What follows belongs to an exercise in optimizing a design on an open flow for small area, a short achievable clock period and few clock cycles per item; a production flow would make more cautious choices. Function was not checked in any run shown here: the RTL went through the layout flow alone. No activity file was given, so power comes from the tool's default toggle rates.

## flow/design.v (module list and top-level ports; edited modules follow where they fit)
// module Mult: 1283 lines
// module BoothEnc: 6 lines
// module BoothRowX: 10 lines
// module PrefixAdd: 586 lines
// module AO21: 5 lines
// module AND2: 5 lines
// module FA: 6 lines
// module HA: 6 lines
module Mult (MultStart, out_A, out_B, rst, clk, HI, LOW, EndMult);
  // ...
==> flow/flow/run.sh <==
#!/bin/bash
# The standard layout (the standard.sh: ORFS synthesis to finish), except that
# the port buffers are sky130_fd_sc_hd__buf_2 rather than the delay-cell buffer
# that buffer_ports picks by default. The make output goes to standard.log; ORFS
# keeps each step's own log under orfs/logs/.
set -uo pipefail
bash standard.sh "BUFFER_PORTS_ARGS=-buffer_cell sky130_fd_sc_hd__buf_2" finish > standard.log 2>&1
==> flow/standard.sh <==
#!/bin/bash
# synth_recipe.tcl (not shown) runs the flow's synth.tcl, then flattens the netlist and writes it again
# the make line also repeats each setting of config.mk as NAME=value (left out here)
make -C /OpenROAD-flow-scripts/flow DESIGN_CONFIG=/design/flow/config.mk WORK_HOME=/design/flow/orfs CLKGATE_MAP_FILE= SYNTH_SCRIPT=/design/flow/synth_recipe.tcl "${@:-finish}"
==> flow/config.mk <==
export PLATFORM = sky130hd
export DESIGN_NAME = Mult
export DESIGN_NICKNAME = Mult
export VERILOG_FILES = /design/flow/design.v
export SDC_FILE = /design/flow/constraint.sdc
export NUM_CORES = 4
export LEC_CHECK = 0
export CAP_MARGIN = 20
export CORE_MARGIN = 2
export CORE_UTILIZATION = 40
export SETUP_SLACK_MARGIN = 1.5
export SLEW_MARGIN = 20
export SYNTH_HIERARCHICAL = 1
export SYNTH_MINIMUM_KEEP_SIZE = 0
export TNS_END_PERCENT = 20
==> flow/constraint.sdc <==
create_clock -name core_clock -period 6.5 [get_ports {clk}]
set_input_delay 1.3000 -clock core_clock [delete_from_list [all_inputs] [get_ports {clk}]]
set_output_delay 1.3000 -clock core_clock [all_outputs]
set_load 0.01 [all_outputs]
==> run notes, run 1 <==
status=complete, no violations; pin count of the biggest net entering global routing=36; asr flop ratio synth=0%; Place WS=0.711 ns; total power=14.9 mW; port bufs=131; most frequent cell after synthesis=xnor2_1; Post-synth top flop=dfxtp_1; Logic pwr share=83.2%; post-synthesis adder-cell area fraction=40.3%; Compound-Gate Fraction of Synth Area=20.2%; met3 WL=5.85 mm; worst hold path startpoint=rst; drt total wl=82.6 mm; post-synthesis instance area=0.0261 mm^2; setup TNS=0 ns; P_sw=7.24 mW; ratio of cells with drive above 1 in the final layout=11.8%; die area=0.0673 mm^2; Die Ht=259 um; Pint=7.64 mW; first-pass GRT wire length=127 mm; CP endpoint=C[28]$_DFF_P_; antenna diode count=2; max_cap viols=0; most common library cell in the layout ignoring fill and taps=xnor2_1; Arrival @ worst endpoint=5.40 ns; Post-Synth XOR/XNOR Area=19.6%; Seq power=1.55 mW; transition time of the tightest slew-check pin=0.922 ns; Leak Pwr=10.7 nW; fraction of area in multi-input gates=79.7%; n_taps=855; PnR worst setup slack=1.44 ns; Metal-1 WL=32.2 mm; max reg flops=56; CTS root buffer=clkbuf_16; final net count=3087; Final Hold Viols=0; largest fanout on the critical path=16; clock sinks=121; Syn Inst Count=2360; kind of critical path=in -> reg; Largest Register=S; hold depth=2
==> inputs of run 2 (changes only) <==
--- a/flow/design.v
+++ b/flow/design.v
@@ -893,18 +893,18 @@
 	wire s783, c784;
 	FA fa_s783 (.a(pp15[26]), .b(c606), .c(c604), .s(s783), .co(c784));
 	wire s785, c786;
 	FA fa_s785 (.a(1'b1), .b(pp13[31]), .c(pp14[29]), .s(s785), .co(c786));
 	wire s787, c788;
 	HA ha_s787 (.a(pp15[27]), .b(c608), .s(s787), .co(c788));
 	wire s789, c790;
 	FA fa_s789 (.a(pn13), .b(pp14[30]), .c(pp15[28]), .s(s789), .co(c790));
-	wire s791 = ~pp14[31];
-	wire c792 = pp14[31];
+	wire s791, c792;
+	HA ha_s791 (.a(1'b1), .b(pp14[31]), .s(s791), .co(c792));
 	wire s793, c794;
 	HA ha_s793 (.a(neg2), .b(pp0[4]), .s(s793), .co(c794));
 	wire s795, c796;
 	FA fa_s795 (.a(pp0[5]), .b(pp1[3]), .c(pp2[1]), .s(s795), .co(c796));
 	wire s797, c798;
 	FA fa_s797 (.a(pp1[4]), .b(pp2[2]), .c(pp3[0]), .s(s797), .co(c798));
 	wire s799, c800;
 	FA fa_s799 (.a(pp3[1]), .b(c610), .c(s611), .s(s799), .co(c800));
@@ -1009,18 +1009,18 @@
 	wire s899, c900;
 	FA fa_s899 (.a(s785), .b(s787), .c(c784), .s(s899), .co(c900));
 	wire s901, c902;
 	FA fa_s901 (.a(c786), .b(s789), .c(c788), .s(s901), .co(c902));
 	wire s903, c904;
 	FA fa_s903 (.a(pp15[29]), .b(s791), .c(c790), .s(s903), .co(c904));
 	wire s905, c906;
 	FA fa_s905 (.a(pn14), .b(pp15[30]), .c(c792), .s(s905), .co(c906));
-	wire s907 = ~pp15[31];
-	wire c908 = pp15[31];
+	wire s907, c908;
+	HA ha_s907 (.a(1'b1), .b(pp15[31]), .s(s907), .co(c908));
 	wire s909, c910;
 	HA ha_s909 (.a(neg1), .b(pp0[2]), .s(s909), .co(c910));
 	wire s911, c912;
 	HA ha_s911 (.a(pp0[3]), .b(pp1[1]), .s(s911), .co(c912));
 	wire s913, c914;
 	FA fa_s913 (.a(pp1[2]), .b(pp2[0]), .c(s793), .s(s913), .co(c914));
 	wire s915, c916;
 	HA ha_s915 (.a(c794), .b(s795), .s(s915), .co(c916));
@@ -1133,156 +1133,156 @@
 	wire s1023, c1024;
 	HA ha_s1023 (.a(s903), .b(c902), .s(s1023), .co(c1024));
 	wire s1025, c1026;
 	HA ha_s1025 (.a(s905), .b(c904), .s(s1025), .co(c1026));
 	wire s1027, c1028;
 	HA ha_s1027 (.a(s907), .b(c906), .s(s1027), .co(c1028));
 	wire s1029, c1030;
 	HA ha_s1029 (.a(pn15), .b(c908), .s(s1029), .co(c1030));
-	wire [7:0] lb;
+	wire [9:0] lb;
 	wire rc1031;
 	HA ha_rc1031 (.a(neg0), .b(pp0[0]), .s(lb[0]), .co(rc1031));
 	wire rc1032;
 	HA ha_rc1032 (.a(pp0[1]), .b(rc1031), .s(lb[1]), .co(rc1032));
 	wire rc1033;
 	FA fa_rc1033 (.a(s909), .b(pp1[0]), .c(rc1032), .s(lb[2]), .co(rc1033));
 	wire rc1034;
 	FA fa_rc1034 (.a(c910), .b(s911), .c(rc1033), .s(lb[3]), .co(rc1034));
 	wire rc1035;
 	FA fa_rc1035 (.a(c912), .b(s913), .c(rc1034), .s(lb[4]), .co(rc1035));
 	wire rc1036;
 	FA fa_rc1036 (.a(c914), .b(s915), .c(rc1035), .s(lb[5]), .co(rc1036));
 	wire rc1037;
 	FA fa_rc1037 (.a(c916), .b(s917), .c(rc1036), .s(lb[6]), .co(rc1037));
 	wire rc1038;
 	FA fa_rc1038 (.a(c918), .b(s919), .c(rc1037), .s(lb[7]), .co(rc1038));
-	reg [7:0] LB;
+	wire rc1039;
+	FA fa_rc1039 (.a(c920), .b(s921), .c(rc1038), .s(lb[8]), .co(rc1039));
+	wire rc1040;
+	FA fa_rc1040 (.a(c922), .b(s923), .c(rc1039), .s(lb[9]), .co(rc1040));
+	reg [9:0] LB;
 	reg CI;
-	reg [55:0] S;
-	reg [55:0] C;
+	reg [53:0] S;
+	reg [53:0] C;
 	always @(posedge clk) begin
 		LB <= lb;
-		CI <= rc1038;
-		S[0] <= c920;
-		C[0] <= s921;
-		S[1] <= c922;
-		C[1] <= s923;
-		S[2] <= c924;
-		C[2] <= s925;
-		S[3] <= c926;
-		C[3] <= s927;
-		S[4] <= c928;
-		C[4] <= s929;
-		S[5] <= c930;
-		C[5] <= s931;
-		S[6] <= c932;
-		C[6] <= s933;
-		S[7] <= c934;
-		C[7] <= s935;
-		S[8] <= c936;
-		C[8] <= s937;
-		S[9] <= c938;
-		C[9] <= s939;
-		S[10] <= c940;
-		C[10] <= s941;
-		S[11] <= c942;
-		C[11] <= s943;
-		S[12] <= c944;
-		C[12] <= s945;
-		S[13] <= c946;
-		C[13] <= s947;
-		S[14] <= c948;
-		C[14] <= s949;
-		S[15] <= c950;
-		C[15] <= s951;
-		S[16] <= c952;
-		C[16] <= s953;
-		S[17] <= c954;
-		C[17] <= s955;
-		S[18] <= c956;
-		C[18] <= s957;
-		S[19] <= c958;
-		C[19] <= s959;
-		S[20] <= c960;
-		C[20] <= s961;
-		S[21] <= c962;
-		C[21] <= s963;
-		S[22] <= c964;
-		C[22] <= s965;
-		S[23] <= c966;
-		C[23] <= s967;
-		S[24] <= c968;
-		C[24] <= s969;
-		S[25] <= c970;
-		C[25] <= s971;
-		S[26] <= c972;
-		C[26] <= s973;
-		S[27] <= c974;
-		C[27] <= s975;
-		S[28] <= c976;
-		C[28] <= s977;
-		S[29] <= c978;
-		C[29] <= s979;
-		S[30] <= c980;
-		C[30] <= s981;
-		S[31] <= c982;
-		C[31] <= s983;
-		S[32] <= c984;
-		C[32] <= s985;
-		S[33] <= c986;
-		C[33] <= s987;
-		S[34] <= c988;
-		C[34] <= s989;
-		S[35] <= c990;
-		C[35] <= s991;
-		S[36] <= c992;
-		C[36] <= s993;
-		S[37] <= c994;
-		C[37] <= s995;
-		S[38] <= c996;
-		C[38] <= s997;
-		S[39] <= c998;
-		C[39] <= s999;
-		S[40] <= c1000;
-		C[40] <= s1001;
-		S[41] <= c1002;
-		C[41] <= s1003;
-		S[42] <= c1004;
-		C[42] <= s1005;
-		S[43] <= c1006;
-		C[43] <= s1007;
-		S[44] <= c1008;
-		C[44] <= s1009;
-		S[45] <= c1010;
-		C[45] <= s1011;
-		S[46] <= c1012;
-		C[46] <= s1013;
-		S[47] <= c1014;
-		C[47] <= s1015;
-		S[48] <= c1016;
-		C[48] <= s1017;
-		S[49] <= c1018;
-		C[49] <= s1019;
-		S[50] <= c1020;
-		C[50] <= s1021;
-		S[51] <= c1022;
-		C[51] <= s1023;
-		S[52] <= c1024;
-		C[52] <= s1025;
-		S[53] <= c1026;
-		C[53] <= s1027;
-		S[54] <= c1028;
-		C[54] <= s1029;
-		S[55] <= c1030;
-		C[55] <= 1'b1;
+		CI <= rc1040;
+		S[0] <= c924;
+		C[0] <= s925;
+		S[1] <= c926;
+		C[1] <= s927;
+		S[2] <= c928;
+		C[2] <= s929;
+		S[3] <= c930;
+		C[3] <= s931;
+		S[4] <= c932;
+		C[4] <= s933;
+		S[5] <= c934;
+		C[5] <= s935;
+		S[6] <= c936;
+		C[6] <= s937;
+		S[7] <= c938;
+		C[7] <= s939;
+		S[8] <= c940;
+		C[8] <= s941;
+		S[9] <= c942;
+		C[9] <= s943;
+		S[10] <= c944;
+		C[10] <= s945;
+		S[11] <= c946;
+		C[11] <= s947;
+		S[12] <= c948;
+		C[12] <= s949;
+		S[13] <= c950;
+		C[13] <= s951;
+		S[14] <= c952;
+		C[14] <= s953;
+		S[15] <= c954;
+		C[15] <= s955;
+		S[16] <= c956;
+		C[16] <= s957;
+		S[17] <= c958;
+		C[17] <= s959;
+		S[18] <= c960;
+		C[18] <= s961;
+		S[19] <= c962;
+		C[19] <= s963;
+		S[20] <= c964;
+		C[20] <= s965;
+		S[21] <= c966;
+		C[21] <= s967;
+		S[22] <= c968;
+		C[22] <= s969;
+		S[23] <= c970;
+		C[23] <= s971;
+		S[24] <= c972;
+		C[24] <= s973;
+		S[25] <= c974;
+		C[25] <= s975;
+		S[26] <= c976;
+		C[26] <= s977;
+		S[27] <= c978;
+		C[27] <= s979;
+		S[28] <= c980;
+		C[28] <= s981;
+		S[29] <= c982;
+		C[29] <= s983;
+		S[30] <= c984;
+		C[30] <= s985;
+		S[31] <= c986;
+		C[31] <= s987;
+		S[32] <= c988;
+		C[32] <= s989;
+		S[33] <= c990;
+		C[33] <= s991;
+		S[34] <= c992;
+		C[34] <= s993;
+		S[35] <= c994;
+		C[35] <= s995;
+		S[36] <= c996;
+		C[36] <= s997;
+		S[37] <= c998;
+		C[37] <= s999;
+		S[38] <= c1000;
+		C[38] <= s1001;
+		S[39] <= c1002;
+		C[39] <= s1003;
+		S[40] <= c1004;
+		C[40] <= s1005;
+		S[41] <= c1006;
+		C[41] <= s1007;
+		S[42] <= c1008;
+		C[42] <= s1009;
+		S[43] <= c1010;
+		C[43] <= s1011;
+		S[44] <= c1012;
+		C[44] <= s1013;
+		S[45] <= c1014;
+		C[45] <= s1015;
+		S[46] <= c1016;
+		C[46] <= s1017;
+		S[47] <= c1018;
+		C[47] <= s1019;
+		S[48] <= c1020;
+		C[48] <= s1021;
+		S[49] <= c1022;
+		C[49] <= s1023;
+		S[50] <= c1024;
+		C[50] <= s1025;
+		S[51] <= c1026;
+		C[51] <= s1027;
+		S[52] <= c1028;
+		C[52] <= s1029;
+		S[53] <= c1030;
+		C[53] <= 1'b1;
 	end
-	wire [55:0] G = S & C;
-	wire [55:0] P = S ^ C;
-	wire [55:0] hs;
+	wire [53:0] G = S & C;
+	wire [53:0] P = S ^ C;
+	wire [53:0] hs;
 	PrefixAdd padd (.g(G), .p(P), .ci(CI), .s(hs));
 	assign {HI, LOW} = {hs, LB};
 endmodule
 module BoothEnc (b, one, two);
 	input wire [2:0] b;
 	output wire one, two;
 	assign one = b[1] ^ b[0];
 	assign two = (b[2] ^ b[1]) & ~(b[1] ^ b[0]);
@@ -1293,610 +1293,322 @@
 	output wire [31:0] p;
 	output wire pn;
 	wire [31:0] q = ~(a ^ {32{nx}});
 	wire [31:0] q1 = {q[30:0], ~nx};
 	assign p = ~(({32{one}} & q) | ({32{two}} & q1));
 	assign pn = (one | two) & q[31];
 endmodule
 module PrefixAdd (g, p, ci, s);
-	input wire [55:0] g;
-	input wire [55:0] p;
+	input wire [53:0] g;
+	input wire [53:0] p;
 	input wire ci;
-	output wire [55:0] s;
-	wire G1;
-	AO21 g1 (.a(g[0]), .b(p[0]), .c(ci), .y(G1));
-	wire G2;
-	AO21 g2 (.a(g[2]), .b(p[2]), .c(g[1]), .y(G2));
-	wire P2;
-	AND2 p2 (.a(p[2]), .b(p[1]), .y(P2));
-	wire G3;
-	AO21 g3 (.a(g[4]), .b(p[4]), .c(g[3]), .y(G3));
-	wire P3;
-	AND2 p3 (.a(p[4]), .b(p[3]), .y(P3));
-	wire G4;
-	AO21 g4 (.a(g[6]), .b(p[6]), .c(g[5]), .y(G4));
-	wire P4;
-	AND2 p4 (.a(p[6]), .b(p[5]), .y(P4));
-	wire G5;
-	AO21 g5 (.a(g[8]), .b(p[8]), .c(g[7]), .y(G5));
-	wire P5;
-	AND2 p5 (.a(p[8]), .b(p[7]), .y(P5));
-	wire G6;
-	AO21 g6 (.a(g[10]), .b(p[10]), .c(g[9]), .y(G6));
-	wire P6;
-	AND2 p6 (.a(p[10]), .b(p[9]), .y(P6));
-	wire G7;
-	AO21 g7 (.a(g[12]), .b(p[12]), .c(g[11]), .y(G7));
-	wire P7;
-	AND2 p7 (.a(p[12]), .b(p[11]), .y(P7));
-	wire G8;
-	AO21 g8 (.a(g[14]), .b(p[14]), .c(g[13]), .y(G8));
-	wire P8;
-	AND2 p8 (.a(p[14]), .b(p[13]), .y(P8));
-	wire G9;
-	AO21 g9 (.a(g[16]), .b(p[16]), .c(g[15]), .y(G9));
-	wire P9;
-	AND2 p9 (.a(p[16]), .b(p[15]), .y(P9));
-	wire G10;
-	AO21 g10 (.a(g[18]), .b(p[18]), .c(g[17]), .y(G10));
-	wire P10;
-	AND2 p10 (.a(p[18]), .b(p[17]), .y(P10));
-	wire G11;
-	AO21 g11 (.a(g[20]), .b(p[20]), .c(g[19]), .y(G11));
-	wire P11;
-	AND2 p11 (.a(p[20]), .b(p[19]), .y(P11));
-	wire G12;
-	AO21 g12 (.a(g[22]), .b(p[22]), .c(g[21]), .y(G12));
-	wire P12;
-	AND2 p12 (.a(p[22]), .b(p[21]), .y(P12));
-	wire G13;
-	AO21 g13 (.a(g[24]), .b(p[24]), .c(g[23]), .y(G13));
-	wire P13;
-	AND2 p13 (.a(p[24]), .b(p[23]), .y(P13));
-	wire G14;
-	AO21 g14 (.a(g[26]), .b(p[26]), .c(g[25]), .y(G14));
-	wire P14;
-	AND2 p14 (.a(p[26]), .b(p[25]), .y(P14));
-	wire G15;
-	AO21 g15 (.a(g[28]), .b(p[28]), .c(g[27]), .y(G15));
-	wire P15;
-	AND2 p15 (.a(p[28]), .b(p[27]), .y(P15));
-	wire G16;
-	AO21 g16 (.a(g[30]), .b(p[30]), .c(g[29]), .y(G16));
-	wire P16;
-	AND2 p16 (.a(p[30]), .b(p[29]), .y(P16));
-	wire G17;
-	AO21 g17 (.a(g[32]), .b(p[32]), .c(g[31]), .y(G17));
-	wire P17;
-	AND2 p17 (.a(p[32]), .b(p[31]), .y(P17));
-	wire G18;
-	AO21 g18 (.a(g[34]), .b(p[34]), .c(g[33]), .y(G18));
-	wire P18;
-	AND2 p18 (.a(p[34]), .b(p[33]), .y(P18));
-	wire G19;
-	AO21 g19 (.a(g[36]), .b(p[36]), .c(g[35]), .y(G19));
-	wire P19;
-	AND2 p19 (.a(p[36]), .b(p[35]), .y(P19));
-	wire G20;
-	AO21 g20 (.a(g[38]), .b(p[38]), .c(g[37]), .y(G20));
-	wire P20;
-	AND2 p20 (.a(p[38]), .b(p[37]), .y(P20));
-	wire G21;
-	AO21 g21 (.a(g[40]), .b(p[40]), .c(g[39]), .y(G21));
-	wire P21;
-	AND2 p21 (.a(p[40]), .b(p[39]), .y(P21));
-	wire G22;
-	AO21 g22 (.a(g[42]), .b(p[42]), .c(g[41]), .y(G22));
-	wire P22;
-	AND2 p22 (.a(p[42]), .b(p[41]), .y(P22));
-	wire G23;
-	AO21 g23 (.a(g[44]), .b(p[44]), .c(g[43]), .y(G23));
-	wire P23;
-	AND2 p23 (.a(p[44]), .b(p[43]), .y(P23));
-	wire G24;
-	AO21 g24 (.a(g[46]), .b(p[46]), .c(g[45]), .y(G24));
-	wire P24;
-	AND2 p24 (.a(p[46]), .b(p[45]), .y(P24));
-	wire G25;
-	AO21 g25 (.a(g[48]), .b(p[48]), .c(g[47]), .y(G25));
-	wire P25;
-	AND2 p25 (.a(p[48]), .b(p[47]), .y(P25));
-	wire G26;
-	AO21 g26 (.a(g[50]), .b(p[50]), .c(g[49]), .y(G26));
-	wire P26;
-	AND2 p26 (.a(p[50]), .b(p[49]), .y(P26));
-	wire G27;
-	AO21 g27 (.a(g[52]), .b(p[52]), .c(g[51]), .y(G27));
-	wire P27;
-	AND2 p27 (.a(p[52]), .b(p[51]), .y(P27));
-	wire G28;
-	AO21 g28 (.a(g[54]), .b(p[54]), .c(g[53]), .y(G28));
-	wire P28;
-	AND2 p28 (.a(p[54]), .b(p[53]), .y(P28));
-	wire G29;
-	AO21 g29 (.a(g[1]), .b(p[1]), .c(G1), .y(G29));
-	wire G30;
-	AO21 g30 (.a(G2), .b(P2), .c(G1), .y(G30));
-	wire G31;
-	AO21 g31 (.a(g[5]), .b(p[5]), .c(G3), .y(G31));
-	wire P31;
-	AND2 p31 (.a(p[5]), .b(P3), .y(P31));
-	wire G32;
-	AO21 g32 (.a(G4), .b(P4), .c(G3), .y(G32));
-	wire P32;
-	AND2 p32 (.a(P4), .b(P3), .y(P32));
-	wire G33;
-	AO21 g33 (.a(g[9]), .b(p[9]), .c(G5), .y(G33));
-	wire P33;
-	AND2 p33 (.a(p[9]), .b(P5), .y(P33));
-	wire G34;
-	AO21 g34 (.a(G6), .b(P6), .c(G5), .y(G34));
-	wire P34;
-	AND2 p34 (.a(P6), .b(P5), .y(P34));
-	wire G35;
-	AO21 g35 (.a(g[13]), .b(p[13]), .c(G7), .y(G35));
-	wire P35;
-	AND2 p35 (.a(p[13]), .b(P7), .y(P35));
-	wire G36;
-	AO21 g36 (.a(G8), .b(P8), .c(G7), .y(G36));
-	wire P36;
-	AND2 p36 (.a(P8), .b(P7), .y(P36));
-	wire G37;
-	AO21 g37 (.a(g[17]), .b(p[17]), .c(G9), .y(G37));
-	wire P37;
-	AND2 p37 (.a(p[17]), .b(P9), .y(P37));
-	wire G38;
-	AO21 g38 (.a(G10), .b(P10), .c(G9), .y(G38));
-	wire P38;
-	AND2 p38 (.a(P10), .b(P9), .y(P38));
-	wire G39;
-	AO21 g39 (.a(g[21]), .b(p[21]), .c(G11), .y(G39));
-	wire P39;
-	AND2 p39 (.a(p[21]), .b(P11), .y(P39));
-	wire G40;
-	AO21 g40 (.a(G12), .b(P12), .c(G11), .y(G40));
-	wire P40;
-	AND2 p40 (.a(P12), .b(P11), .y(P40));
-	wire G41;
-	AO21 g41 (.a(g[25]), .b(p[25]), .c(G13), .y(G41));
-	wire P41;
-	AND2 p41 (.a(p[25]), .b(P13), .y(P41));
-	wire G42;
-	AO21 g42 (.a(G14), .b(P14), .c(G13), .y(G42));
-	wire P42;
-	AND2 p42 (.a(P14), .b(P13), .y(P42));
-	wire G43;
-	AO21 g43 (.a(g[29]), .b(p[29]), .c(G15), .y(G43));
-	wire P43;
-	AND2 p43 (.a(p[29]), .b(P15), .y(P43));
-	wire G44;
-	AO21 g44 (.a(G16), .b(P16), .c(G15), .y(G44));
-	wire P44;
-	AND2 p44 (.a(P16), .b(P15), .y(P44));
-	wire G45;
-	AO21 g45 (.a(g[33]), .b(p[33]), .c(G17), .y(G45));
-	wire P45;
-	AND2 p45 (.a(p[33]), .b(P17), .y(P45));
-	wire G46;
-	AO21 g46 (.a(G18), .b(P18), .c(G17), .y(G46));
-	wire P46;
-	AND2 p46 (.a(P18), .b(P17), .y(P46));
-	wire G47;
-	AO21 g47 (.a(g[37]), .b(p[37]), .c(G19), .y(G47));
-	wire P47;
-	AND2 p47 (.a(p[37]), .b(P19), .y(P47));
-	wire G48;
-	AO21 g48 (.a(G20), .b(P20), .c(G19), .y(G48));
-	wire P48;
-	AND2 p48 (.a(P20), .b(P19), .y(P48));
-	wire G49;
-	AO21 g49 (.a(g[41]), .b(p[41]), .c(G21), .y(G49));
-	wire P49;
-	AND2 p49 (.a(p[41]), .b(P21), .y(P49));
-	wire G50;
-	AO21 g50 (.a(G22), .b(P22), .c(G21), .y(G50));
-	wire P50;
-	AND2 p50 (.a(P22), .b(P21), .y(P50));
-	wire G51;
-	AO21 g51 (.a(g[45]), .b(p[45]), .c(G23), .y(G51));
-	wire P51;
-	AND2 p51 (.a(p[45]), .b(P23), .y(P51));
-	wire G52;
-	AO21 g52 (.a(G24), .b(P24), .c(G23), .y(G52));
-	wire P52;
-	AND2 p52 (.a(P24), .b(P23), .y(P52));
-	wire G53;
-	AO21 g53 (.a(g[49]), .b(p[49]), .c(G25), .y(G53));
-	wire P53;
-	AND2 p53 (.a(p[49]), .b(P25), .y(P53));
-	wire G54;
-	AO21 g54 (.a(G26), .b(P26), .c(G25), .y(G54));
-	wire P54;
-	AND2 p54 (.a(P26), .b(P25), .y(P54));
-	wire G55;
-	AO21 g55 (.a(g[53]), .b(p[53]), .c(G27), .y(G55));
-	wire P55;
-	AND2 p55 (.a(p[53]), .b(P27), .y(P55));
-	wire G56;
-	AO21 g56 (.a(G28), .b(P28), .c(G27), .y(G56));
-	wire P56;
-	AND2 p56 (.a(P28), .b(P27), .y(P56));
-	wire G57;
-	AO21 g57 (.a(g[3]), .b(p[3]), .c(G30), .y(G57));
-	wire G58;
-	AO21 g58 (.a(G3), .b(P3), .c(G30), .y(G58));
-	wire G59;
-	AO21 g59 (.a(G31), .b(P31), .c(G30), .y(G59));
-	wire G60;
-	AO21 g60 (.a(G32), .b(P32), .c(G30), .y(G60));
-	wire G61;
-	AO21 g61 (.a(g[11]), .b(p[11]), .c(G34), .y(G61));
-	wire P61;
-	AND2 p61 (.a(p[11]), .b(P34), .y(P61));
-	wire G62;
-	AO21 g62 (.a(G7), .b(P7), .c(G34), .y(G62));
-	wire P62;
-	AND2 p62 (.a(P7), .b(P34), .y(P62));
-	wire G63;
-	AO21 g63 (.a(G35), .b(P35), .c(G34), .y(G63));
-	wire P63;
-	AND2 p63 (.a(P35), .b(P34), .y(P63));
-	wire G64;
-	AO21 g64 (.a(G36), .b(P36), .c(G34), .y(G64));
-	wire P64;
-	AND2 p64 (.a(P36), .b(P34), .y(P64));
-	wire G65;
-	AO21 g65 (.a(g[19]), .b(p[19]), .c(G38), .y(G65));
-	wire P65;
-	AND2 p65 (.a(p[19]), .b(P38), .y(P65));
-	wire G66;
-	AO21 g66 (.a(G11), .b(P11), .c(G38), .y(G66));
-	wire P66;
-	AND2 p66 (.a(P11), .b(P38), .y(P66));
-	wire G67;
-	AO21 g67 (.a(G39), .b(P39), .c(G38), .y(G67));
-	wire P67;
-	AND2 p67 (.a(P39), .b(P38), .y(P67));
-	wire G68;
-	AO21 g68 (.a(G40), .b(P40), .c(G38), .y(G68));
-	wire P68;
-	AND2 p68 (.a(P40), .b(P38), .y(P68));
-	wire G69;
-	AO21 g69 (.a(g[27]), .b(p[27]), .c(G42), .y(G69));
-	wire P69;
-	AND2 p69 (.a(p[27]), .b(P42), .y(P69));
-	wire G70;
-	AO21 g70 (.a(G15), .b(P15), .c(G42), .y(G70));
-	wire P70;
-	AND2 p70 (.a(P15), .b(P42), .y(P70));
-	wire G71;
-	AO21 g71 (.a(G43), .b(P43), .c(G42), .y(G71));
-	wire P71;
-	AND2 p71 (.a(P43), .b(P42), .y(P71));
-	wire G72;
-	AO21 g72 (.a(G44), .b(P44), .c(G42), .y(G72));
-	wire P72;
-	AND2 p72 (.a(P44), .b(P42), .y(P72));
-	wire G73;
-	AO21 g73 (.a(g[35]), .b(p[35]), .c(G46), .y(G73));
-	wire P73;
-	AND2 p73 (.a(p[35]), .b(P46), .y(P73));
-	wire G74;
-	AO21 g74 (.a(G19), .b(P19), .c(G46), .y(G74));
-	wire P74;
-	AND2 p74 (.a(P19), .b(P46), .y(P74));
-	wire G75;
-	AO21 g75 (.a(G47), .b(P47), .c(G46), .y(G75));
-	wire P75;
-	AND2 p75 (.a(P47), .b(P46), .y(P75));
-	wire G76;
-	AO21 g76 (.a(G48), .b(P48), .c(G46), .y(G76));
-	wire P76;
-	AND2 p76 (.a(P48), .b(P46), .y(P76));
-	wire G77;
-	AO21 g77 (.a(g[43]), .b(p[43]), .c(G50), .y(G77));
-	wire P77;
-	AND2 p77 (.a(p[43]), .b(P50), .y(P77));
-	wire G78;
-	AO21 g78 (.a(G23), .b(P23), .c(G50), .y(G78));
-	wire P78;
-	AND2 p78 (.a(P23), .b(P50), .y(P78));
-	wire G79;
-	AO21 g79 (.a(G51), .b(P51), .c(G50), .y(G79));
-	wire P79;
-	AND2 p79 (.a(P51), .b(P50), .y(P79));
-	wire G80;
-	AO21 g80 (.a(G52), .b(P52), .c(G50), .y(G80));
-	wire P80;
-	AND2 p80 (.a(P52), .b(P50), .y(P80));
-	wire G81;
-	AO21 g81 (.a(g[51]), .b(p[51]), .c(G54), .y(G81));
-	wire P81;
-	AND2 p81 (.a(p[51]), .b(P54), .y(P81));
-	wire G82;
-	AO21 g82 (.a(G27), .b(P27), .c(G54), .y(G82));
-	wire P82;
-	AND2 p82 (.a(P27), .b(P54), .y(P82));
-	wire G83;
-	AO21 g83 (.a(G55), .b(P55), .c(G54), .y(G83));
-	wire P83;
-	AND2 p83 (.a(P55), .b(P54), .y(P83));
-	wire G84;
-	AO21 g84 (.a(G56), .b(P56), .c(G54), .y(G84));
-	wire P84;
-	AND2 p84 (.a(P56), .b(P54), .y(P84));
-	wire G85;
-	AO21 g85 (.a(g[7]), .b(p[7]), .c(G60), .y(G85));
-	wire G86;
-	AO21 g86 (.a(G5), .b(P5), .c(G60), .y(G86));
-	wire G87;
-	AO21 g87 (.a(G33), .b(P33), .c(G60), .y(G87));
-	wire G88;
-	AO21 g88 (.a(G34), .b(P34), .c(G60), .y(G88));
-	wire G89;
-	AO21 g89 (.a(G61), .b(P61), .c(G60), .y(G89));
-	wire G90;
-	AO21 g90 (.a(G62), .b(P62), .c(G60), .y(G90));
-	wire G91;
-	AO21 g91 (.a(G63), .b(P63), .c(G60), .y(G91));
-	wire G92;
-	AO21 g92 (.a(G64), .b(P64), .c(G60), .y(G92));
-	wire G93;
-	AO21 g93 (.a(g[23]), .b(p[23]), .c(G68), .y(G93));
-	wire P93;
-	AND2 p93 (.a(p[23]), .b(P68), .y(P93));
-	wire G94;
-	AO21 g94 (.a(G13), .b(P13), .c(G68), .y(G94));
-	wire P94;
-	AND2 p94 (.a(P13), .b(P68), .y(P94));
-	wire G95;
-	AO21 g95 (.a(G41), .b(P41), .c(G68), .y(G95));
-	wire P95;
-	AND2 p95 (.a(P41), .b(P68), .y(P95));
-	wire G96;
-	AO21 g96 (.a(G42), .b(P42), .c(G68), .y(G96));
-	wire P96;
-	AND2 p96 (.a(P42), .b(P68), .y(P96));
-	wire G97;
-	AO21 g97 (.a(G69), .b(P69), .c(G68), .y(G97));
-	wire P97;
-	AND2 p97 (.a(P69), .b(P68), .y(P97));
-	wire G98;
-	AO21 g98 (.a(G70), .b(P70), .c(G68), .y(G98));
-	wire P98;
-	AND2 p98 (.a(P70), .b(P68), .y(P98));
-	wire G99;
-	AO21 g99 (.a(G71), .b(P71), .c(G68), .y(G99));
-	wire P99;
-	AND2 p99 (.a(P71), .b(P68), .y(P99));
-	wire G100;
-	AO21 g100 (.a(G72), .b(P72), .c(G68), .y(G100));
-	wire P100;
-	AND2 p100 (.a(P72), .b(P68), .y(P100));
-	wire G101;
-	AO21 g101 (.a(g[39]), .b(p[39]), .c(G76), .y(G101));
-	wire P101;
-	AND2 p101 (.a(p[39]), .b(P76), .y(P101));
-	wire G102;
-	AO21 g102 (.a(G21), .b(P21), .c(G76), .y(G102));
-	wire P102;
-	AND2 p102 (.a(P21), .b(P76), .y(P102));
-	wire G103;
-	AO21 g103 (.a(G49), .b(P49), .c(G76), .y(G103));
-	wire P103;
-	AND2 p103 (.a(P49), .b(P76), .y(P103));
-	wire G104;
-	AO21 g104 (.a(G50), .b(P50), .c(G76), .y(G104));
-	wire P104;
-	AND2 p104 (.a(P50), .b(P76), .y(P104));
-	wire G105;
-	AO21 g105 (.a(G77), .b(P77), .c(G76), .y(G105));
-	wire P105;
-	AND2 p105 (.a(P77), .b(P76), .y(P105));
-	wire G106;
-	AO21 g106 (.a(G78), .b(P78), .c(G76), .y(G106));
-	wire P106;
-	AND2 p106 (.a(P78), .b(P76), .y(P106));
-	wire G107;
-	AO21 g107 (.a(G79), .b(P79), .c(G76), .y(G107));
-	wire P107;
-	AND2 p107 (.a(P79), .b(P76), .y(P107));
-	wire G108;
-	AO21 g108 (.a(G80), .b(P80), .c(G76), .y(G108));
-	wire P108;
-	AND2 p108 (.a(P80), .b(P76), .y(P108));
-	wire G109;
-	AO21 g109 (.a(g[55]), .b(p[55]), .c(G84), .y(G109));
-	wire P109;
-	AND2 p109 (.a(p[55]), .b(P84), .y(P109));
-	wire G110;
-	AO21 g110 (.a(g[15]), .b(p[15]), .c(G92), .y(G110));
-	wire G111;
-	AO21 g111 (.a(G9), .b(P9), .c(G92), .y(G111));
-	wire G112;
-	AO21 g112 (.a(G37), .b(P37), .c(G92), .y(G112));
-	wire G113;
-	AO21 g113 (.a(G38), .b(P38), .c(G92), .y(G113));
-	wire G114;
-	AO21 g114 (.a(G65), .b(P65), .c(G92), .y(G114));
-	wire G115;
-	AO21 g115 (.a(G66), .b(P66), .c(G92), .y(G115));
-	wire G116;
-	AO21 g116 (.a(G67), .b(P67), .c(G92), .y(G116));
-	wire G117;
-	AO21 g117 (.a(G68), .b(P68), .c(G92), .y(G117));
-	wire G118;
-	AO21 g118 (.a(G93), .b(P93), .c(G92), .y(G118));
-	wire G119;
-	AO21 g119 (.a(G94), .b(P94), .c(G92), .y(G119));
-	wire G120;
-	AO21 g120 (.a(G95), .b(P95), .c(G92), .y(G120));
-	wire G121;
-	AO21 g121 (.a(G96), .b(P96), .c(G92), .y(G121));
-	wire G122;
-	AO21 g122 (.a(G97), .b(P97), .c(G92), .y(G122));
-	wire G123;
-	AO21 g123 (.a(G98), .b(P98), .c(G92), .y(G123));
-	wire G124;
-	AO21 g124 (.a(G99), .b(P99), .c(G92), .y(G124));
-	wire G125;
-	AO21 g125 (.a(G100), .b(P100), .c(G92), .y(G125));
-	wire G126;
-	AO21 g126 (.a(g[47]), .b(p[47]), .c(G108), .y(G126));
-	wire P126;
-	AND2 p126 (.a(p[47]), .b(P108), .y(P126));
-	wire G127;
-	AO21 g127 (.a(G25), .b(P25), .c(G108), .y(G127));
-	wire P127;
-	AND2 p127 (.a(P25), .b(P108), .y(P127));
-	wire G128;
-	AO21 g128 (.a(G53), .b(P53), .c(G108), .y(G128));
-	wire P128;
-	AND2 p128 (.a(P53), .b(P108), .y(P128));
-	wire G129;
-	AO21 g129 (.a(G54), .b(P54), .c(G108), .y(G129));
-	wire P129;
-	AND2 p129 (.a(P54), .b(P108), .y(P129));
-	wire G130;
-	AO21 g130 (.a(G81), .b(P81), .c(G108), .y(G130));
-	wire P130;
-	AND2 p130 (.a(P81), .b(P108), .y(P130));
-	wire G131;
-	AO21 g131 (.a(G82), .b(P82), .c(G108), .y(G131));
-	wire P131;
-	AND2 p131 (.a(P82), .b(P108), .y(P131));
-	wire G132;
-	AO21 g132 (.a(G83), .b(P83), .c(G108), .y(G132));
-	wire P132;
-	AND2 p132 (.a(P83), .b(P108), .y(P132));
-	wire G133;
-	AO21 g133 (.a(G84), .b(P84), .c(G108), .y(G133));
-	wire P133;
-	AND2 p133 (.a(P84), .b(P108), .y(P133));
-	wire G134;
-	AO21 g134 (.a(G109), .b(P109), .c(G108), .y(G134));
-	wire P134;
-	AND2 p134 (.a(P109), .b(P108), .y(P134));
-	wire G135;
-	AO21 g135 (.a(g[31]), .b(p[31]), .c(G125), .y(G135));
-	wire G136;
-	AO21 g136 (.a(G17), .b(P17), .c(G125), .y(G136));
-	wire G137;
-	AO21 g137 (.a(G45), .b(P45), .c(G125), .y(G137));
-	wire G138;
-	AO21 g138 (.a(G46), .b(P46), .c(G125), .y(G138));
-	wire G139;
-	AO21 g139 (.a(G73), .b(P73), .c(G125), .y(G139));
-	wire G140;
-	AO21 g140 (.a(G74), .b(P74), .c(G125), .y(G140));
-	wire G141;
-	AO21 g141 (.a(G75), .b(P75), .c(G125), .y(G141));
-	wire G142;
-	AO21 g142 (.a(G76), .b(P76), .c(G125), .y(G142));
-	wire G143;
-	AO21 g143 (.a(G101), .b(P101), .c(G125), .y(G143));
-	wire G144;
-	AO21 g144 (.a(G102), .b(P102), .c(G125), .y(G144));
-	wire G145;
-	AO21 g145 (.a(G103), .b(P103), .c(G125), .y(G145));
-	wire G146;
-	AO21 g146 (.a(G104), .b(P104), .c(G125), .y(G146));
-	wire G147;
-	AO21 g147 (.a(G105), .b(P105), .c(G125), .y(G147));
-	wire G148;
-	AO21 g148 (.a(G106), .b(P106), .c(G125), .y(G148));
-	wire G149;
-	AO21 g149 (.a(G107), .b(P107), .c(G125), .y(G149));
-	wire G150;
-	AO21 g150 (.a(G108), .b(P108), .c(G125), .y(G150));
-	wire G151;
-	AO21 g151 (.a(G126), .b(P126), .c(G125), .y(G151));
-	wire G152;
-	AO21 g152 (.a(G127), .b(P127), .c(G125), .y(G152));
-	wire G153;
-	AO21 g153 (.a(G128), .b(P128), .c(G125), .y(G153));
-	wire G154;
-	AO21 g154 (.a(G129), .b(P129), .c(G125), .y(G154));
-	wire G155;
-	AO21 g155 (.a(G130), .b(P130), .c(G125), .y(G155));
-	wire G156;
-	AO21 g156 (.a(G131), .b(P131), .c(G125), .y(G156));
-	wire G157;
-	AO21 g157 (.a(G132), .b(P132), .c(G125), .y(G157));
-	wire G158;
-	AO21 g158 (.a(G133), .b(P133), .c(G125), .y(G158));
-	wire G159;
-	AO21 g159 (.a(G134), .b(P134), .c(G125), .y(G159));
+	output wire [53:0] s;
+	wire G1 = g[0] | (p[0] & ci);
+	wire G2 = g[2] | (p[2] & g[1]);
+	wire P2 = p[2] & p[1];
+	wire G3 = g[4] | (p[4] & g[3]);
+	wire P3 = p[4] & p[3];
+	wire G4 = g[6] | (p[6] & g[5]);
+	wire P4 = p[6] & p[5];
+	wire G5 = g[8] | (p[8] & g[7]);
+	wire P5 = p[8] & p[7];
+	wire G6 = g[10] | (p[10] & g[9]);
+	wire P6 = p[10] & p[9];
+	wire G7 = g[12] | (p[12] & g[11]);
+	wire P7 = p[12] & p[11];
+	wire G8 = g[14] | (p[14] & g[13]);
+	wire P8 = p[14] & p[13];
+	wire G9 = g[16] | (p[16] & g[15]);
+	wire P9 = p[16] & p[15];
+	wire G10 = g[18] | (p[18] & g[17]);
+	wire P10 = p[18] & p[17];
+	wire G11 = g[20] | (p[20] & g[19]);
+	wire P11 = p[20] & p[19];
+	wire G12 = g[22] | (p[22] & g[21]);
+	wire P12 = p[22] & p[21];
+	wire G13 = g[24] | (p[24] & g[23]);
+	wire P13 = p[24] & p[23];
+	wire G14 = g[26] | (p[26] & g[25]);
+	wire P14 = p[26] & p[25];
+	wire G15 = g[28] | (p[28] & g[27]);
+	wire P15 = p[28] & p[27];
+	wire G16 = g[30] | (p[30] & g[29]);
+	wire P16 = p[30] & p[29];
+	wire G17 = g[32] | (p[32] & g[31]);
+	wire P17 = p[32] & p[31];
+	wire G18 = g[34] | (p[34] & g[33]);
+	wire P18 = p[34] & p[33];
+	wire G19 = g[36] | (p[36] & g[35]);
+	wire P19 = p[36] & p[35];
+	wire G20 = g[38] | (p[38] & g[37]);
+	wire P20 = p[38] & p[37];
+	wire G21 = g[40] | (p[40] & g[39]);
+	wire P21 = p[40] & p[39];
+	wire G22 = g[42] | (p[42] & g[41]);
+	wire P22 = p[42] & p[41];
+	wire G23 = g[44] | (p[44] & g[43]);
+	wire P23 = p[44] & p[43];
+	wire G24 = g[46] | (p[46] & g[45]);
+	wire P24 = p[46] & p[45];
+	wire G25 = g[48] | (p[48] & g[47]);
+	wire P25 = p[48] & p[47];
+	wire G26 = g[50] | (p[50] & g[49]);
+	wire P26 = p[50] & p[49];
+	wire G27 = g[52] | (p[52] & g[51]);
+	wire P27 = p[52] & p[51];
+	wire G28 = g[1] | (p[1] & G1);
+	wire G29 = G2 | (P2 & G1);
+	wire G30 = g[5] | (p[5] & G3);
+	wire P30 = p[5] & P3;
+	wire G31 = G4 | (P4 & G3);
+	wire P31 = P4 & P3;
+	wire G32 = g[9] | (p[9] & G5);
+	wire P32 = p[9] & P5;
+	wire G33 = G6 | (P6 & G5);
+	wire P33 = P6 & P5;
+	wire G34 = g[13] | (p[13] & G7);
+	wire P34 = p[13] & P7;
+	wire G35 = G8 | (P8 & G7);
+	wire P35 = P8 & P7;
+	wire G36 = g[17] | (p[17] & G9);
+	wire P36 = p[17] & P9;
+	wire G37 = G10 | (P10 & G9);
+	wire P37 = P10 & P9;
+	wire G38 = g[21] | (p[21] & G11);
+	wire P38 = p[21] & P11;
+	wire G39 = G12 | (P12 & G11);
+	wire P39 = P12 & P11;
+	wire G40 = g[25] | (p[25] & G13);
+	wire P40 = p[25] & P13;
+	wire G41 = G14 | (P14 & G13);
+	wire P41 = P14 & P13;
+	wire G42 = g[29] | (p[29] & G15);
+	wire P42 = p[29] & P15;
+	wire G43 = G16 | (P16 & G15);
+	wire P43 = P16 & P15;
+	wire G44 = g[33] | (p[33] & G17);
+	wire P44 = p[33] & P17;
+	wire G45 = G18 | (P18 & G17);
+	wire P45 = P18 & P17;
+	wire G46 = g[37] | (p[37] & G19);
+	wire P46 = p[37] & P19;
+	wire G47 = G20 | (P20 & G19);
+	wire P47 = P20 & P19;
+	wire G48 = g[41] | (p[41] & G21);
+	wire P48 = p[41] & P21;
+	wire G49 = G22 | (P22 & G21);
+	wire P49 = P22 & P21;
+	wire G50 = g[45] | (p[45] & G23);
+	wire P50 = p[45] & P23;
+	wire G51 = G24 | (P24 & G23);
+	wire P51 = P24 & P23;
+	wire G52 = g[49] | (p[49] & G25);
+	wire P52 = p[49] & P25;
+	wire G53 = G26 | (P26 & G25);
+	wire P53 = P26 & P25;
+	wire G54 = g[53] | (p[53] & G27);
+	wire P54 = p[53] & P27;
+	wire G55 = g[3] | (p[3] & G29);
+	wire G56 = G3 | (P3 & G29);
+	wire G57 = G30 | (P30 & G29);
+	wire G58 = G31 | (P31 & G29);
+	wire G59 = g[11] | (p[11] & G33);
+	wire P59 = p[11] & P33;
+	wire G60 = G7 | (P7 & G33);
+	wire P60 = P7 & P33;
+	wire G61 = G34 | (P34 & G33);
+	wire P61 = P34 & P33;
+	wire G62 = G35 | (P35 & G33);
+	wire P62 = P35 & P33;
+	wire G63 = g[19] | (p[19] & G37);
+	wire P63 = p[19] & P37;
+	wire G64 = G11 | (P11 & G37);
+	wire P64 = P11 & P37;
+	wire G65 = G38 | (P38 & G37);
+	wire P65 = P38 & P37;
+	wire G66 = G39 | (P39 & G37);
+	wire P66 = P39 & P37;
+	wire G67 = g[27] | (p[27] & G41);
+	wire P67 = p[27] & P41;
+	wire G68 = G15 | (P15 & G41);
+	wire P68 = P15 & P41;
+	wire G69 = G42 | (P42 & G41);
+	wire P69 = P42 & P41;
+	wire G70 = G43 | (P43 & G41);
+	wire P70 = P43 & P41;
+	wire G71 = g[35] | (p[35] & G45);
+	wire P71 = p[35] & P45;
+	wire G72 = G19 | (P19 & G45);
+	wire P72 = P19 & P45;
+	wire G73 = G46 | (P46 & G45);
+	wire P73 = P46 & P45;
+	wire G74 = G47 | (P47 & G45);
+	wire P74 = P47 & P45;
+	wire G75 = g[43] | (p[43] & G49);
+	wire P75 = p[43] & P49;
+	wire G76 = G23 | (P23 & G49);
+	wire P76 = P23 & P49;
+	wire G77 = G50 | (P50 & G49);
+	wire P77 = P50 & P49;
+	wire G78 = G51 | (P51 & G49);
+	wire P78 = P51 & P49;
+	wire G79 = g[51] | (p[51] & G53);
+	wire P79 = p[51] & P53;
+	wire G80 = G27 | (P27 & G53);
+	wire P80 = P27 & P53;
+	wire G81 = G54 | (P54 & G53);
+	wire P81 = P54 & P53;
+	wire G82 = g[7] | (p[7] & G58);
+	wire G83 = G5 | (P5 & G58);
+	wire G84 = G32 | (P32 & G58);
+	wire G85 = G33 | (P33 & G58);
+	wire G86 = G59 | (P59 & G58);
+	wire G87 = G60 | (P60 & G58);
+	wire G88 = G61 | (P61 & G58);
+	wire G89 = G62 | (P62 & G58);
+	wire G90 = g[23] | (p[23] & G66);
+	wire P90 = p[23] & P66;
+	wire G91 = G13 | (P13 & G66);
+	wire P91 = P13 & P66;
+	wire G92 = G40 | (P40 & G66);
+	wire P92 = P40 & P66;
+	wire G93 = G41 | (P41 & G66);
+	wire P93 = P41 & P66;
+	wire G94 = G67 | (P67 & G66);
+	wire P94 = P67 & P66;
+	wire G95 = G68 | (P68 & G66);
+	wire P95 = P68 & P66;
+	wire G96 = G69 | (P69 & G66);
+	wire P96 = P69 & P66;
+	wire G97 = G70 | (P70 & G66);
+	wire P97 = P70 & P66;
+	wire G98 = g[39] | (p[39] & G74);
+	wire P98 = p[39] & P74;
+	wire G99 = G21 | (P21 & G74);
+	wire P99 = P21 & P74;
+	wire G100 = G48 | (P48 & G74);
+	wire P100 = P48 & P74;
+	wire G101 = G49 | (P49 & G74);
+	wire P101 = P49 & P74;
+	wire G102 = G75 | (P75 & G74);
+	wire P102 = P75 & P74;
+	wire G103 = G76 | (P76 & G74);
+	wire P103 = P76 & P74;
+	wire G104 = G77 | (P77 & G74);
+	wire P104 = P77 & P74;
+	wire G105 = G78 | (P78 & G74);
+	wire P105 = P78 & P74;
+	wire G106 = g[15] | (p[15] & G89);
+	wire G107 = G9 | (P9 & G89);
+	wire G108 = G36 | (P36 & G89);
+	wire G109 = G37 | (P37 & G89);
+	wire G110 = G63 | (P63 & G89);
+	wire G111 = G64 | (P64 & G89);
+	wire G112 = G65 | (P65 & G89);
+	wire G113 = G66 | (P66 & G89);
+	wire G114 = G90 | (P90 & G89);
+	wire G115 = G91 | (P91 & G89);
+	wire G116 = G92 | (P92 & G89);
+	wire G117 = G93 | (P93 & G89);
+	wire G118 = G94 | (P94 & G89);
+	wire G119 = G95 | (P95 & G89);
+	wire G120 = G96 | (P96 & G89);
+	wire G121 = G97 | (P97 & G89);
+	wire G122 = g[47] | (p[47] & G105);
+	wire P122 = p[47] & P105;
+	wire G123 = G25 | (P25 & G105);
+	wire P123 = P25 & P105;
+	wire G124 = G52 | (P52 & G105);
+	wire P124 = P52 & P105;
+	wire G125 = G53 | (P53 & G105);
+	wire P125 = P53 & P105;
+	wire G126 = G79 | (P79 & G105);
+	wire P126 = P79 & P105;
+	wire G127 = G80 | (P80 & G105);
+	wire P127 = P80 & P105;
+	wire G128 = G81 | (P81 & G105);
+	wire P128 = P81 & P105;
+	wire G129 = g[31] | (p[31] & G121);
+	wire G130 = G17 | (P17 & G121);
+	wire G131 = G44 | (P44 & G121);
+	wire G132 = G45 | (P45 & G121);
+	wire G133 = G71 | (P71 & G121);
+	wire G134 = G72 | (P72 & G121);
+	wire G135 = G73 | (P73 & G121);
+	wire G136 = G74 | (P74 & G121);
+	wire G137 = G98 | (P98 & G121);
+	wire G138 = G99 | (P99 & G121);
+	wire G139 = G100 | (P100 & G121);
+	wire G140 = G101 | (P101 & G121);
+	wire G141 = G102 | (P102 & G121);
+	wire G142 = G103 | (P103 & G121);
+	wire G143 = G104 | (P104 & G121);
+	wire G144 = G105 | (P105 & G121);
+	wire G145 = G122 | (P122 & G121);
+	wire G146 = G123 | (P123 & G121);
+	wire G147 = G124 | (P124 & G121);
+	wire G148 = G125 | (P125 & G121);
+	wire G149 = G126 | (P126 & G121);
+	wire G150 = G127 | (P127 & G121);
+	wire G151 = G128 | (P128 & G121);
 	assign s[0] = p[0] ^ ci;
 	assign s[1] = p[1] ^ G1;
-	assign s[2] = p[2] ^ G29;
-	assign s[3] = p[3] ^ G30;
-	assign s[4] = p[4] ^ G57;
-	assign s[5] = p[5] ^ G58;
-	assign s[6] = p[6] ^ G59;
-	assign s[7] = p[7] ^ G60;
-	assign s[8] = p[8] ^ G85;
-	assign s[9] = p[9] ^ G86;
-	assign s[10] = p[10] ^ G87;
-	assign s[11] = p[11] ^ G88;
-	assign s[12] = p[12] ^ G89;
-	assign s[13] = p[13] ^ G90;
-	assign s[14] = p[14] ^ G91;
-	assign s[15] = p[15] ^ G92;
-	assign s[16] = p[16] ^ G110;
-	assign s[17] = p[17] ^ G111;
-	assign s[18] = p[18] ^ G112;
-	assign s[19] = p[19] ^ G113;
-	assign s[20] = p[20] ^ G114;
-	assign s[21] = p[21] ^ G115;
-	assign s[22] = p[22] ^ G116;
-	assign s[23] = p[23] ^ G117;
-	assign s[24] = p[24] ^ G118;
-	assign s[25] = p[25] ^ G119;
-	assign s[26] = p[26] ^ G120;
-	assign s[27] = p[27] ^ G121;
-	assign s[28] = p[28] ^ G122;
-	assign s[29] = p[29] ^ G123;
-	assign s[30] = p[30] ^ G124;
-	assign s[31] = p[31] ^ G125;
-	assign s[32] = p[32] ^ G135;
-	assign s[33] = p[33] ^ G136;
-	assign s[34] = p[34] ^ G137;
-	assign s[35] = p[35] ^ G138;
-	assign s[36] = p[36] ^ G139;
-	assign s[37] = p[37] ^ G140;
-	assign s[38] = p[38] ^ G141;
-	assign s[39] = p[39] ^ G142;
-	assign s[40] = p[40] ^ G143;
-	assign s[41] = p[41] ^ G144;
-	assign s[42] = p[42] ^ G145;
-	assign s[43] = p[43] ^ G146;
-	assign s[44] = p[44] ^ G147;
-	assign s[45] = p[45] ^ G148;
-	assign s[46] = p[46] ^ G149;
-	assign s[47] = p[47] ^ G150;
-	assign s[48] = p[48] ^ G151;
-	assign s[49] = p[49] ^ G152;
-	assign s[50] = p[50] ^ G153;
-	assign s[51] = p[51] ^ G154;
-	assign s[52] = p[52] ^ G155;
-	assign s[53] = p[53] ^ G156;
-	assign s[54] = p[54] ^ G157;
-	assign s[55] = p[55] ^ G158;
-endmodule
-module AO21 (a, b, c, y);
-	input wire a, b, c;
-	output wire y;
-	assign y = a | (b & c);
-endmodule
-module AND2 (a, b, y);
-	input wire a, b;
-	output wire y;
-	assign y = a & b;
+	assign s[2] = p[2] ^ G28;
+	assign s[3] = p[3] ^ G29;
+	assign s[4] = p[4] ^ G55;
+	assign s[5] = p[5] ^ G56;
+	assign s[6] = p[6] ^ G57;
+	assign s[7] = p[7] ^ G58;
+	assign s[8] = p[8] ^ G82;
+	assign s[9] = p[9] ^ G83;
+	assign s[10] = p[10] ^ G84;
+	assign s[11] = p[11] ^ G85;
+	assign s[12] = p[12] ^ G86;
+	assign s[13] = p[13] ^ G87;
+	assign s[14] = p[14] ^ G88;
+	assign s[15] = p[15] ^ G89;
+	assign s[16] = p[16] ^ G106;
+	assign s[17] = p[17] ^ G107;
+	assign s[18] = p[18] ^ G108;
+	assign s[19] = p[19] ^ G109;
+	assign s[20] = p[20] ^ G110;
+	assign s[21] = p[21] ^ G111;
+	assign s[22] = p[22] ^ G112;
+	assign s[23] = p[23] ^ G113;
+	assign s[24] = p[24] ^ G114;
+	assign s[25] = p[25] ^ G115;
+	assign s[26] = p[26] ^ G116;
+	assign s[27] = p[27] ^ G117;
+	assign s[28] = p[28] ^ G118;
+	assign s[29] = p[29] ^ G119;
+	assign s[30] = p[30] ^ G120;
+	assign s[31] = p[31] ^ G121;
+	assign s[32] = p[32] ^ G129;
+	assign s[33] = p[33] ^ G130;
+	assign s[34] = p[34] ^ G131;
+	assign s[35] = p[35] ^ G132;
+	assign s[36] = p[36] ^ G133;
+	assign s[37] = p[37] ^ G134;
+	assign s[38] = p[38] ^ G135;
+	assign s[39] = p[39] ^ G136;
+	assign s[40] = p[40] ^ G137;
+	assign s[41] = p[41] ^ G138;
+	assign s[42] = p[42] ^ G139;
+	assign s[43] = p[43] ^ G140;
+	assign s[44] = p[44] ^ G141;
+	assign s[45] = p[45] ^ G142;
+	assign s[46] = p[46] ^ G143;
+	assign s[47] = p[47] ^ G144;
+	assign s[48] = p[48] ^ G145;
+	assign s[49] = p[49] ^ G146;
+	assign s[50] = p[50] ^ G147;
+	assign s[51] = p[51] ^ G148;
+	assign s[52] = p[52] ^ G149;
+	assign s[53] = p[53] ^ G150;
 endmodule
 module FA (a, b, c, s, co);
 	input wire a, b, c;
 	output wire s, co;
 	assign s = a ^ b ^ c;
 	assign co = (a & b) | (a & c) | (b & c);
 endmodule
 module HA (a, b, s, co);
==> flow/config.mk (replaced) <==
export PLATFORM = sky130hd
export DESIGN_NAME = Mult
export DESIGN_NICKNAME = Mult
export VERILOG_FILES = /design/flow/design.v
export SDC_FILE = /design/flow/constraint.sdc
export NUM_CORES = 4
export LEC_CHECK = 0
export CAP_MARGIN = 20
export CORE_MARGIN = 2
export CORE_UTILIZATION = 40
export CTS_BUF_LIST = sky130_fd_sc_hd__clkbuf_4 sky130_fd_sc_hd__clkbuf_8
export SETUP_SLACK_MARGIN = 1.5
export SLEW_MARGIN = 20
export SYNTH_HIERARCHICAL = 1
export SYNTH_MINIMUM_KEEP_SIZE = 0
export TNS_END_PERCENT = 20
==> run notes, run 2 <==
final net count=3018 (-2.2%); TritonCTS clock tree=built; Leak Pwr=9.41 nW (-12%); Post-synth EDFFs=0; drc violations=0; peak supply drop=0.488 mV; CP max stage delay=0.43 ns; Syn Inst Count=2295 (-2.8%); Yosys top cell area share=34.8%; Synth area leaders=fa_1, xnor2_1, a22oi_1; most frequent CP cell=fa_2; final instance area=0.0271 mm^2; global route total overflow=0; CTS buffer count=17; die area=0.0657 mm^2 (-2.3%); startpoint types=input pin; fmax=0.202 GHz; CP required=6.94 ns; max-slew violations=0; post-synthesis instance area=0.0255 mm^2 (-2.4%); PwrDens=531 mW/mm^2; most frequent cells in the layout=xnor2_1, a22oi_1, fa_1; FF+latch count, synth=119; largest registers=S x54, C x53, LB x10; vias=19.4k; asr flop ratio synth=0% (unchanged); Area Growth Syn to Fin=6.51%; Die Wd=256 um; Clock Tree Buf Depth=2; pin count of the biggest net entering global routing=38 (+5.6%); Cell Chain, Critical Path=buf_2 > buf_6 > xnor2_1 > a22oi_1 > ha_1 > fa_2 > fa_2 > fa_2 > fa_2 > fa_2 > fa_2 > fa_2 > fa_1; post-synth cell types=64; CP endpoint kind=flip-flop; status=complete, no violations; max reg flops=54 (-3.6%); Post-synth top flop=dfxtp_1; htree depth=4; Ys Warns=7; Post-synth top cells=xnor2_1, a22oi_1, fa_1, ha_1, dfxtp_1; drt total wl=79.9 mm (-3.3%); 1st-iter DRT viols=1883; initial antenna violation count=4; fin crit share=76.3%; first-pass GRT wire length=124 mm (-2.9%); port bufs=131 (unchanged); Reg clk slew, reported paths=0.08 ns; RSZ-0062 raised after global routing=yes; Vias/cell=6.01; HP Class=in -> reg; syn_area_per_cell=11.1 um^2; vias in the first global route=20.7k; setup TNS=0 ns (unchanged); ratio of cells with drive above 1 in the final layout=13.0% (+1.2 points); most common library cell in the layout ignoring fill and taps=xnor2_1; CORE AREA=0.0630 mm^2; largest fanout on the critical path=31 (+15); largest area contributor in the netlist=fa_1; Crit-path slowest cell=fa_1; clock sinks=119 (-1.7%); Cells after DPL=3188; Largest Register=S; max_cap viols=0 (unchanged); transition time of the tightest slew-check pin=0.786 ns (-0.136 ns); worst rel slew slack=47.6%; Final Hold Viols=0 (unchanged); Starting Density=40.4%; # rows=92; total power=14.4 mW (-3.3%); GRT Total Usage=24.7%; WL/cell=24.7 um; GP Congestion=0.952; most frequent cell after synthesis=xnor2_1; Final Util=43.1%; hold-fix buffers at CTS=0; Die Ht=256 um (-1.2%); Arrival @ worst endpoint=5.40 ns (about the same); TritonRoute pass-1 iters=6; hpwl dp=64.0 mm; minimum clock period=4.96 ns; CTS root buffer=clkbuf_8; Routed Antenna Nets=0; Final setup viols=0; dpl cell area=0.0264 mm^2; Finished Layout Cells=3230; kind of critical path=in -> reg; I/O pin total=132; Fillers=6088; register area share after synthesis=9.36%; hold depth=2 (unchanged)
## run 2: cell types whose count changed after synthesis, sizes merged, moves of 11 or more
cell | before | now
a21oi | 16 | 51
nor2 | 32 | 54
xor2 | 88 | 46
nand3 | 0 | 11
and2 | 101 | 3
o21ai | 16 | 27
a21o | 156 | 6
xnor2 | 496 | 525
inv | 19 | 34
nand2 | 0 | 24
## run 2: final cells by class
class / count / area, um^2 / area share, %
timing repair buffer: 213 / 1370 / 5.04
inverter: 34 / 128 / 0.471
tap: 846 / 1060 / 3.90
clock inverter: 14 / 198 / 0.729
multi-input combinational: 1982 / 21700 / 80.1
clock buffer: 18 / 248 / 0.914
antenna: 4 / 10.0 / 0.0369
sequential: 119 / 2380 / 8.79
## run 2: per-layer routing
metal	global-route usage [%]	routed length, um	vias to the layer above
li1	-	-	8261
met1	31.5	32300	9893
met2	39.3	36500	1052
met3	6.46	7520	201
met4	11.0	3560	4
met5	0	23	-
## run 2: what timing repair did
item                       in CTS  in global routing
setup endpoints to repair      38                 62
gates resized for setup         7                 34
setup buffers                   1                  5
pin swaps                       2                  5
gates cloned                    0                  0
## run 2: critical path, delay by kind of cell
family | cells | cell delay [ns]
compound gates | 1 | 0.10
fa+ha+maj | 9 | 3.23
buf+inv | 2 | 0.58
xor+xnor | 1 | 0.19
## run 2: worst paths after layout
path / end / slack (ns) / startpoint
worst min-delay path: EndMult$_DFF_P_ / 0.87 / rst
worst max-delay path: LB[9]$_DFF_P_ / 1.54 / out_B[1]
## run 2: kinds of logic (layout without fill, tap and decap cells)
family	Yosys count	count (layout)	share of synthesized area (%)
adder cells (fa/ha/maj)	584	584	41.7
XOR/XNOR	571	571	19.6
buffers and inverters	211	279	6.84
flip-flops	119	119	9.36
AND/OR/NAND/NOR	173	173	3.53
AO/OA/AOI/OAI	635	635	18.9
other	2	23	0.0295
## run 2: report_power, final
| part | internal (mW) | switching, mW |
|---|---|---|
| sequential | 1.41 | 0.119 |
| clock | 0.429 | 0.370 |
| combinational | 5.46 | 6.61 |
| total | 7.30 | 7.10 |
## run 2: per-module statistics from Yosys (local to each module, per instance)
module	cells	area [um^2]	copies in the design	flip-flops and latches
HA	1	12.5	83	0
FA	1	20.0	442	0
BoothEnc	4	31.3	16	0
BoothRowX	79	638	16	0
Mult	192	3180	1	119
PrefixAdd	250	1680	1	0
## run 2: metrics by stage
| step | worst slack [ns] | hold slack, ns |
|---|---|---|
| after global routing | 1.36 | 0.845 |
| after detailed placement | 0.775 | 1.46 |
| final | 1.54 | 0.867 |
| after CTS | 1.46 | 0.811 |
| after floorplan | 1.39 | 1.37 |
| after global placement | 0.790 | 1.46 |

re-timing with driven ports:
The results above use ideal ports. As a check the final layouts listed here were re-extracted and re-timed, cells and wires unchanged.
Step 1 (the two cells are an assumption about what drives the block):
set clk [get_ports {clk}]
set_driving_cell -lib_cell sky130_fd_sc_hd__clkbuf_16 $clk
set_driving_cell -lib_cell sky130_fd_sc_hd__buf_2 [delete_from_list [all_inputs] $clk]
Step 2, shift: input delay + t, output delay - t, t = (earliest + latest rising clock arrival at the registers) / 2. This alone moves slack from input paths to output paths.
Slacks: ideal ports / drivers / drivers and shift; pairs: ideal ports / drivers.
run | t (ns) | setup slack, ns | worst hold slack (ns) | worst setup path at the end
run 1 | 0.518 | 1.438 / 1.466 / 0.948 | 0.985 / 0.947 / 1.465 | input to register
run 2 | 0.629 | 1.540 / 1.513 / 0.927 | 0.867 / 0.835 / 1.463 | input to register
After both steps setup and hold are still met in every run listed. For run 2, which loses most, drivers alone change the setup slack by -0.027 ns; drivers and shift together by -0.613 ns.
